Source: an optimization exercise on an open RTL-to-GDS flow (aim: small area). Production flows keep margins and buffers that such runs may drop.
Function was checked by simulation only, so behaviour that the tests miss may differ from the original.
Power is estimated from default activity; no workload was simulated.

Setup of onyx:
==> flow/design.v (excerpt) <==
module voices (
    input  logic        clk,
    input  logic        rst_n,
    input  logic        sample_strobe,
    input  logic [63:0] freq_in,
    input  logic [47:0] pulse_width_in,
    input  logic [31:0] wave_ctrl_in,
    input  logic [15:0] attack_in,
    input  logic [15:0] decay_in,
    input  logic [15:0] sustain_in,
    input  logic [15:0] release_in,
    output logic [15:0] left_out,
    output logic [15:0] right_out
);
Size in the first run: ~320 flip-flops, about 240 I/O pins, ~11,000 um2 of cells after synthesis.
Settings: LEC_CHECK=0, ABC_AREA=1, CAP_MARGIN=20, CORE_MARGIN=2, CORE_UTILIZATION=40, SLEW_MARGIN=20; clock period 20.0 ns.
standard.sh (not shown) runs the stock make flow with config.mk's settings and CLKGATE_MAP_FILE= SYNTH_SCRIPT=/design/flow/synth_recipe.tcl, a recipe that flattens the netlist after the stock synthesis.
==> flow/flow/run.sh <==
#!/bin/bash
# Standard ORFS layout with three changes:
#  - after floorplanning, the logic between the registers is remapped for area
#    (OpenROAD restructure, flow/rmp.tcl),
#  - the port buffers are made of the smallest buffer cell,
#  - the clock tree is built of clkbuf_16 cells without dummy loads.
set -euo pipefail
W=$(pwd)
python3 flow/dontuse_lib.py "$FLOW_HOME/platforms/sky130hd/config.mk" \
  "$FLOW_HOME/platforms/sky130hd/lib/sky130_fd_sc_hd__tt_025C_1v80.lib" "$W/rmp.lib" > dontuse_lib.log 2>&1
export RMP_LIB="$W/rmp.lib"
export POST_FLOORPLAN_TCL="$W/flow/rmp.tcl"
export BUFFER_PORTS_ARGS="-buffer_cell sky130_fd_sc_hd__buf_1"
export CTS_ARGS="-sink_clustering_enable -repair_clock_nets -buf_list sky130_fd_sc_hd__clkbuf_16 -sink_clustering_size 36 -sink_clustering_max_diameter 80 -dont_use_dummy_load"
bash standard.sh finish > standard.log 2>&1
==> flow/flow/dontuse_lib.py <==
"""Copy a liberty file without the cells the platform marks don't-use.

usage: dontuse_lib.py PLATFORM_CONFIG_MK IN_LIB OUT_LIB
"""
import re
import sys

cfg, src, dst = sys.argv[1:4]
text = open(cfg).read()
m = re.search(r"export DONT_USE_CELLS \+= \\\n((?:.*\\\n)*.*\n)", text)
names = set(re.findall(r"sky130_\w+", m.group(1)))
lib = open(src).read()
out = []
pos = 0
dropped = 0
for cm in re.finditer(r'\n\s*cell\s*\(\s*"?(\w+)"?\s*\)\s*\{', lib):
    if cm.group(1) not in names or cm.start() < pos:
        continue
    # find the matching closing brace
    depth = 0
    i = cm.end() - 1
    while True:
        c = lib[i]
        if c == "{":
            depth += 1
        elif c == "}":
            depth -= 1
            if depth == 0:
                break
        i += 1
    out.append(lib[pos:cm.start()])
    pos = i + 1
    dropped += 1
out.append(lib[pos:])
open(dst, "w").write("".join(out))
print(f"dropped {dropped} of {len(names)} don't-use cells")
==> flow/flow/rmp.tcl <==
# Area recovery on the synthesized logic, after floorplanning (POST_FLOORPLAN_TCL).
# The registers are left as they are; only the logic between them is remapped,
# with a liberty file that leaves out the platform's don't-use cells.
restructure -liberty_file $::env(RMP_LIB) -target area \
  -tielo_port sky130_fd_sc_hd__conb_1/LO -tiehi_port sky130_fd_sc_hd__conb_1/HI \
  -work_dir $::env(OBJECTS_DIR) -abc_logfile $::env(LOG_DIR)/2_1_restructure_abc.log
restructure -liberty_file $::env(RMP_LIB) -target area \
  -tielo_port sky130_fd_sc_hd__conb_1/LO -tiehi_port sky130_fd_sc_hd__conb_1/HI \
  -work_dir $::env(OBJECTS_DIR) -abc_logfile $::env(LOG_DIR)/2_1_restructure2_abc.log
## Diff of input files: zinc against onyx
- CORE_UTILIZATION changed from 40 to 55
diff --git a/flow/flow/run.sh b/flow/flow/run.sh
--- a/flow/flow/run.sh
+++ b/flow/flow/run.sh
@@ -5,3 +5,3 @@
 #  - the port buffers are made of the smallest buffer cell,
-#  - the clock tree is built of clkbuf_16 cells without dummy loads.
+#  - the clock tree is built of clkbuf_8 cells without dummy loads.
 set -euo pipefail
@@ -13,3 +13,3 @@
 export BUFFER_PORTS_ARGS="-buffer_cell sky130_fd_sc_hd__buf_1"
-export CTS_ARGS="-sink_clustering_enable -repair_clock_nets -buf_list sky130_fd_sc_hd__clkbuf_16 -sink_clustering_size 36 -sink_clustering_max_diameter 80 -dont_use_dummy_load"
+export CTS_ARGS="-sink_clustering_enable -repair_clock_nets -buf_list sky130_fd_sc_hd__clkbuf_8 -sink_clustering_size 22 -sink_clustering_max_diameter 50 -dont_use_dummy_load"
 bash standard.sh finish > standard.log 2>&1
## What came out
Total wire length after detailed routing (zinc over onyx): decrease, about 4.3%. The die span in x reported for zinc is smaller than that of onyx by 14%. Between onyx and zinc, part of the power in the clock network is higher for onyx, zinc comes in under that. In the reports for onyx and zinc, the larger number of tap cells added at floorplan belongs to onyx. First-pass detailed-route iteration total, onyx and zinc: higher on zinc. zinc against onyx: area growth from synthesis to layout now smaller; final standard cell count with taps included and fillers excluded now smaller; HPWL after detailed placement now smaller. Changes observed in zinc relative to onyx: slack of the critical path +73 ps, proportion of cell area occupied by multi-input gates saw an increase.
The inputs of harbor differ from those of zinc as listed below.
- removing ABC_AREA (formerly 1)
- setting CTS_CLUSTER_DIAMETER to 60 for the first time
- setting CTS_BUF_LIST to sky130_fd_sc_hd__clkbuf_8 for the first time
- setting CTS_CLUSTER_SIZE to 18 for the first time
- changing CORE_UTILIZATION from 55 to 40
diff --git a/flow/flow/run.sh b/flow/flow/run.sh
--- a/flow/flow/run.sh
+++ b/flow/flow/run.sh
@@ -13,3 +13,3 @@
 export BUFFER_PORTS_ARGS="-buffer_cell sky130_fd_sc_hd__buf_1"
-export CTS_ARGS="-sink_clustering_enable -repair_clock_nets -buf_list sky130_fd_sc_hd__clkbuf_8 -sink_clustering_size 22 -sink_clustering_max_diameter 50 -dont_use_dummy_load"
+export CTS_ARGS="-sink_clustering_enable -repair_clock_nets -buf_list sky130_fd_sc_hd__clkbuf_8 -sink_clustering_size 18 -sink_clustering_max_diameter 60 -dont_use_dummy_load"
 bash standard.sh finish > standard.log 2>&1
harbor vs zinc, instance count: harbor higher. The part of the total power dissipated in combinational logic reported for harbor is greater than that of zinc by 3.3 points. Compared with zinc, harbor shows a lower per-cell via count in the routed design. Against zinc, harbor comes in 3.9% higher on half-perimeter wire length after detailed placement. Between harbor and zinc, the routing usage on met3 figures differ only marginally. From zinc to harbor the numbers moved as follows: diode insertion count for antenna repair increased by 2 relative to the old numbers, synthesis-to-layout area growth saw an increase, area after synthesis fell about 1.1%.
### harbor -> juniper
==> flow/flow/run.sh <==
#!/bin/bash
# Standard ORFS layout, with the port buffers made of the smallest buffer cell
# and a clock tree of clkbuf_8 cells without dummy loads.
set -euo pipefail
export BUFFER_PORTS_ARGS="-buffer_cell sky130_fd_sc_hd__buf_1"
export CTS_ARGS="-sink_clustering_enable -repair_clock_nets -buf_list sky130_fd_sc_hd__clkbuf_8 -sink_clustering_size 18 -sink_clustering_max_diameter 60 -dont_use_dummy_load"
bash standard.sh finish > standard.log 2>&1
removed: flow/flow/dontuse_lib.py
removed: flow/flow/rmp.tcl
## What came out
Area of all placed cells without fillers on juniper is behind harbor. Total power: juniper below harbor. harbor → juniper: final cycle utilization of the critical path now sits higher, combinational power down 24%. Taking harbor over juniper, the number of nets in the finished design ratio works out to 1.07. Between harbor and juniper, the flow reports number of cells after detailed placement decreasing by a little under 10%.
What nickel does differently from juniper at the input level:
- removing CTS_BUF_LIST (formerly sky130_fd_sc_hd__clkbuf_8)
- removing CTS_CLUSTER_DIAMETER (formerly 60)
- setting ABC_AREA to 1 for the first time
- removing CTS_CLUSTER_SIZE (formerly 18)
==> flow/flow/run.sh <==
#!/bin/bash
# Standard ORFS layout with three changes:
#  - after floorplanning, the logic between the registers is remapped for area
#    (OpenROAD restructure, flow/rmp.tcl),
#  - the port buffers are made of the smallest buffer cell,
#  - the clock tree is built of clkbuf_8 cells without dummy loads.
set -euo pipefail
W=$(pwd)
python3 flow/dontuse_lib.py "$FLOW_HOME/platforms/sky130hd/config.mk" \
  "$FLOW_HOME/platforms/sky130hd/lib/sky130_fd_sc_hd__tt_025C_1v80.lib" "$W/rmp.lib" > dontuse_lib.log 2>&1
export RMP_LIB="$W/rmp.lib"
export POST_FLOORPLAN_TCL="$W/flow/rmp.tcl"
export BUFFER_PORTS_ARGS="-buffer_cell sky130_fd_sc_hd__buf_1"
export CTS_ARGS="-sink_clustering_enable -repair_clock_nets -buf_list sky130_fd_sc_hd__clkbuf_8 -sink_clustering_size 18 -sink_clustering_max_diameter 60 -dont_use_dummy_load"
bash standard.sh finish > standard.log 2>&1
==> flow/flow/dontuse_lib.py (new file) <==
"""Copy a liberty file without the cells the platform marks don't-use.

usage: dontuse_lib.py PLATFORM_CONFIG_MK IN_LIB OUT_LIB
"""
import re
import sys

cfg, src, dst = sys.argv[1:4]
text = open(cfg).read()
m = re.search(r"export DONT_USE_CELLS \+= \\\n((?:.*\\\n)*.*\n)", text)
names = set(re.findall(r"sky130_\w+", m.group(1)))
lib = open(src).read()
out = []
pos = 0
dropped = 0
for cm in re.finditer(r'\n\s*cell\s*\(\s*"?(\w+)"?\s*\)\s*\{', lib):
    if cm.group(1) not in names or cm.start() < pos:
        continue
    # find the matching closing brace
    depth = 0
    i = cm.end() - 1
    while True:
        c = lib[i]
        if c == "{":
            depth += 1
        elif c == "}":
            depth -= 1
            if depth == 0:
                break
        i += 1
    out.append(lib[pos:cm.start()])
    pos = i + 1
    dropped += 1
out.append(lib[pos:])
open(dst, "w").write("".join(out))
print(f"dropped {dropped} of {len(names)} don't-use cells")
==> flow/flow/rmp.tcl (new file) <==
# Area recovery on the synthesized logic, after floorplanning (POST_FLOORPLAN_TCL).
# The registers are left as they are; only the logic between them is remapped,
# with a liberty file that leaves out the platform's don't-use cells.
restructure -liberty_file $::env(RMP_LIB) -target area \
  -tielo_port sky130_fd_sc_hd__conb_1/LO -tiehi_port sky130_fd_sc_hd__conb_1/HI \
  -work_dir $::env(OBJECTS_DIR) -abc_logfile $::env(LOG_DIR)/2_1_restructure_abc.log
restructure -liberty_file $::env(RMP_LIB) -target area \
  -tielo_port sky130_fd_sc_hd__conb_1/LO -tiehi_port sky130_fd_sc_hd__conb_1/HI \
  -work_dir $::env(OBJECTS_DIR) -abc_logfile $::env(LOG_DIR)/2_1_restructure2_abc.log
restructure -liberty_file $::env(RMP_LIB) -target area \
  -tielo_port sky130_fd_sc_hd__conb_1/LO -tiehi_port sky130_fd_sc_hd__conb_1/HI \
  -work_dir $::env(OBJECTS_DIR) -abc_logfile $::env(LOG_DIR)/2_1_restructure3_abc.log
## What came out
- Fraction of the yosys area taken by sequential cells: nickel < juniper
- As of nickel, cell count after synthesis had risen by more than a quarter compared to juniper.
- Measured against each other, nickel and juniper differ in relative area change from synthesis to final layout, the lower figure coming from nickel.
- In nickel, fill cell instance count of the final layout is higher than in juniper.
- nickel ends up with a clock share of power that is 0.8 points higher than in juniper.
- Pin count of the biggest net entering global routing, nickel and juniper: larger value in juniper
- nickel ends up with higher average vias per placed instance than juniper does.

-- port drivers added, routing unchanged --
No port has a modelled driver above. Below, the same layouts with a new extraction and two added sets of constraints.
Step 1, drivers: a clkbuf_16 drives clk and a buf_2 each remaining input, both assumed.
Step 2 also shifts input and output timing later by t, the mid clock arrival at the registers, as if the neighbouring blocks saw the same clock.
Slacks: no drivers / after step 1 / after step 2; pairs: no drivers / after step 1.
run	t, ns	setup WS [ns]	worst hold slack (ns)	worst setup path after step 2	pins driven straight from the clock port
onyx	0.503	11.548 / 11.570 / 11.067	0.309 / 0.309 / 0.309	input to register	1
zinc	0.544	11.621 / 11.637 / 11.093	0.298 / 0.298 / 0.298	input to register	1
harbor	0.552	11.850 / 11.867 / 11.315	0.303 / 0.303 / 0.303	input to register	1
juniper	0.555	11.334 / 11.348 / 10.793	0.322 / 0.322 / 0.322	input to register	1
nickel	0.530	11.829 / 11.840 / 11.309	0.270 / 0.270 / 0.270	input to register	1
After both steps every run listed still meets setup and hold. For juniper, which loses most, drivers alone change the setup slack by +0.014 ns; drivers and shift together by -0.541 ns.
